This design comes from an exercise in tuning for small area and a short achievable clock period on the open sky130 flow, not from production work.
RTL that was checked went through simulation tests only; none was proved equivalent to the original.
No driver is modelled on the clock port, so clock power and skew are understated where the tree is cut down; a real chip needs a root buffer or a tree.
Power is estimated from default activity; no workload was simulated.

## build 60
Design test_wrapper, start of the top module:
module test_wrapper #(
	parameter SYS_VERSION = 41,
	parameter WIDTH = 16,
	parameter NUM_SUB_MON = 3
)(
	input clk,
	input reset,
	input       [5:0] slave_address,
	input             slave_read,
	input             slave_write,
	input      [31:0] slave_writedata,
	output reg [31:0] slave_readdata,
	output [15:0] dut_a,
	output [15:0] dut_b,
	input  [15:0] dut_out
);
For scale: ~2000 cells after synthesis, about 120 I/O pins, roughly 18000 sq um of cells after synthesis.
==> flow/config.mk <==
export PLATFORM = sky130hd
export DESIGN_NAME = test_wrapper
export DESIGN_NICKNAME = test_wrapper
export VERILOG_FILES = /design/flow/design.v
export SDC_FILE = /design/flow/constraint.sdc
export NUM_CORES = 4
export LEC_CHECK = 0
export ABC_AREA = 1
export CAP_MARGIN = 20
export CORE_MARGIN = 2
export CORE_UTILIZATION = 70
export SETUP_SLACK_MARGIN = 1.4
export SLEW_MARGIN = 20
export SYNTH_HIERARCHICAL = 1
==> flow/constraint.sdc <==
create_clock -name core_clock -period 3.0 [get_ports {clk}]
set_input_delay 0.6000 -clock core_clock [delete_from_list [all_inputs] [get_ports {clk}]]
set_output_delay 0.6000 -clock core_clock [all_outputs]
set_load 0.01 [all_outputs]
standard.sh (not shown) runs the stock make flow with config.mk's settings and CLKGATE_MAP_FILE= SYNTH_SCRIPT=/design/flow/synth_recipe.tcl, a recipe that flattens the netlist after the stock synthesis.
==> flow/flow/run.sh <==
#!/bin/bash
set -euo pipefail
here=$(cd "$(dirname "$0")" && pwd)
export BUFFER_PORTS_ARGS="-buffer_cell sky130_fd_sc_hd__buf_2"
export CTS_ARGS="-sink_clustering_enable -repair_clock_nets -dont_use_dummy_load -sink_clustering_size 30 -sink_clustering_max_diameter 80"
export PRE_CTS_TCL="$here/cts_root.tcl"
export FLOW_CLOCK_PORT=clk
bash standard.sh > make.log 2>&1
==> flow/flow/cts_root.tcl <==
rename clock_tree_synthesis my_tritoncts
proc clock_tree_synthesis { args } {
  my_tritoncts {*}$args
  my_drop_root_buffer
}

proc my_drop_root_buffer { } {
  set block [ord::get_db_block]
  set port_net [$block findNet $::env(FLOW_CLOCK_PORT)]
  set roots {}
  foreach it [$port_net getITerms] { lappend roots $it }
  if { [llength $roots] != 1 } { puts "drop_root: port drives [llength $roots] pins, kept"; return }
  set rit [lindex $roots 0]
  set root [$rit getInst]
  if { ![string match "sky130_fd_sc_hd__clkbuf_*" [[$root getMaster] getName]] } { puts "drop_root: no root buffer"; return }
  set root_net "NULL"
  foreach it [$root getITerms] {
    if { [$it isOutputSignal] } { set root_net [$it getNet] }
  }
  set loads {}
  foreach it [$root_net getITerms] {
    if { [$it isOutputSignal] } { continue }
    if { ![string match "sky130_fd_sc_hd__clkbuf_*" [[[$it getInst] getMaster] getName]] } {
      puts "drop_root: root drives a non-buffer, kept"; return
    }
    lappend loads $it
  }
  if { [llength $loads] > 4 } { puts "drop_root: root drives [llength $loads] buffers, kept"; return }
  foreach it $loads {
    $it disconnect
    $it connect $port_net
  }
  foreach it [$root getITerms] { $it disconnect }
  odb::dbInst_destroy $root
  odb::dbNet_destroy $root_net
  puts "drop_root: the clock port drives [llength $loads] buffers directly"
}
Every stage of the flow completed for build 60, and the final layout passed the timing, DRC and antenna checks.
Relative to build 60, the following input files were edited for build 63:
- CORE_UTILIZATION changed from 70 to 55
- SETUP_SLACK_MARGIN changed from 1.4 to 1.5
## What came out
- Diff build 60 -> build 63: combinational cell fraction of total power shows an increase of 0.5 points; number of antenna diodes has decreased; non-clock buffering overhead in the final layout rose 3.0 points.
Changes in build 86 relative to build 63:
- swapping 1.5 for 1.4 in SETUP_SLACK_MARGIN
- swapping 55 for 40 in CORE_UTILIZATION
==> flow/flow/run.sh <==
#!/bin/bash
set -euo pipefail
here=$(cd "$(dirname "$0")" && pwd)
export BUFFER_PORTS_ARGS="-buffer_cell sky130_fd_sc_hd__buf_2"
export CTS_ARGS="-sink_clustering_enable -repair_clock_nets -dont_use_dummy_load -sink_clustering_size 25 -sink_clustering_max_diameter 80"
export PRE_CTS_TCL="$here/cts_root.tcl"
export FLOW_CLOCK_PORT=clk
bash standard.sh > make.log 2>&1
Looking at the reports, build 86 completed the entire flow and the layout it produced met the timing, DRC and antenna checks. NOTE maximum frequency build 63->build 86 decreased by a few percent. Build 86 vs. build 63: buffering stage count on the worst path with inverters included went up by 1. In build 86, the worst-case hold slack came out 0.0043 ns below the value in build 63. Against build 63, build 86 reports a vertical die dimension that is higher. Combinational power: build 86 vs build 63 down about 10%. Build 86 vs build 63, critical path launch point: fa_0[0] vs acc[1]. Comparing build 86 and build 63, the lower critical path depth is on build 86. Power per unit of standard cell area was lower in build 63 than in build 86. Build 86 against build 63: worst-case setup slack after placement now sits lower; total power now sits higher; post-route non-filler standard cell count now sits higher.
Function was not checked in any run of this note: the RTL went through the layout flow alone.

* * *

the baseline:
Another version of the RTL of test_wrapper (not shown whole).
For scale: about 1800 cells after synthesis, roughly 120 I/O pins, ~17000 um2 of cells after synthesis.
Design test_wrapper, start of the top module:
module test_wrapper #(
	parameter SYS_VERSION = 41,
	parameter WIDTH = 16,
	parameter NUM_SUB_MON = 3
)(
	input clk,
	input reset,
	input       [5:0] slave_address,
	input             slave_read,
	input             slave_write,
	input      [31:0] slave_writedata,
	output reg [31:0] slave_readdata,
	output [15:0] dut_a,
	output [15:0] dut_b,
	input  [15:0] dut_out
);
Settings: LEC_CHECK=0, ABC_AREA=1, CAP_MARGIN=20, CORE_MARGIN=2, CORE_UTILIZATION=40, SETUP_SLACK_MARGIN=1.4, SLEW_MARGIN=20, SYNTH_HIERARCHICAL=1; clock period 3.0 ns.
==> flow/flow/run.sh <==
#!/bin/bash
set -euo pipefail
here=$(cd "$(dirname "$0")" && pwd)
export BUFFER_PORTS_ARGS="-buffer_cell sky130_fd_sc_hd__buf_2"
export CTS_ARGS="-sink_clustering_enable -repair_clock_nets -dont_use_dummy_load -sink_clustering_size 25 -sink_clustering_max_diameter 80"
export PRE_CTS_TCL="$here/cts_root4.tcl"
export FLOW_CLOCK_PORT=clk
bash standard.sh > make.log 2>&1
Other scripts of this flow, unchanged in this note and not shown: flow/flow/cts_root4.tcl
The baseline went all the way through the flow, and no timing, DRC or antenna check failed.
Edits applied to the flow inputs when going from the baseline to the candidate:
--- a/flow/config.mk
+++ b/flow/config.mk
@@ -10,5 +10,5 @@
 export CORE_MARGIN = 2
 export CORE_UTILIZATION = 40
-export SETUP_SLACK_MARGIN = 1.4
+export SETUP_SLACK_MARGIN = 1.45
 export SLEW_MARGIN = 20
 export SYNTH_HIERARCHICAL = 1
[summary]
- No stage failed in the candidate, and the final checks on the layout all came back clean.
- Changes observed in the candidate relative to the baseline: sequential cell area was more or less identical, fraction of the core area covered by cells at the end of the flow moved up, number of global-route vias before repair saw an increase, flip-flop and latch count stayed essentially flat.
- Reported clock group power of the baseline is on par with the candidate.
- The setup slack of the candidate is smaller than that of the baseline.
- Against the baseline, the candidate comes in 0.3 points higher on fraction of power consumed by combinational cells.
- Compared the candidate vs the baseline, and wire length after detailed routing is up in the candidate.
- The candidate vs the baseline — met2 wirelength from detailed routing rose 270 um.
- Number of instances in the placed design: the baseline vs the candidate, no meaningful difference
- Going from the baseline to the candidate, area taken by multi-input logic gates grows by 3.7%.

-- afterwards: timing with drivers on the ports --
No port has a modelled driver above. Below, the same layouts with a new extraction and two added sets of constraints. Step 1, drivers: a clkbuf_16 drives clk and a buf_2 each remaining input, both assumed. Step 2 adds t to the input delays and takes it off the output delays; t is the mean of the earliest and latest rising clock arrival at the registers after step 1. Input paths then give back, and output paths get back, about the clock's delay inside the block. Slacks: ideal ports / drivers / drivers and shift; pairs: ideal ports / drivers.
run	shift t [ns]	slack for setup (ns)	worst setup path after step 2
build 60	0.449	1.351 / 1.311 / 0.978	input to register
build 63	0.460	1.423 / 1.397 / 1.080	input to register
build 86	0.466	1.324 / 1.256 / 1.008	input to register
the baseline	0.433	1.384 / 1.340 / 1.028	input to register
the candidate	0.435	1.352 / 1.325 / 0.982	input to register
After both steps setup and hold are still met in every run listed. For build 60, which loses most, drivers alone change the setup slack by -0.040 ns; drivers and shift together by -0.373 ns.
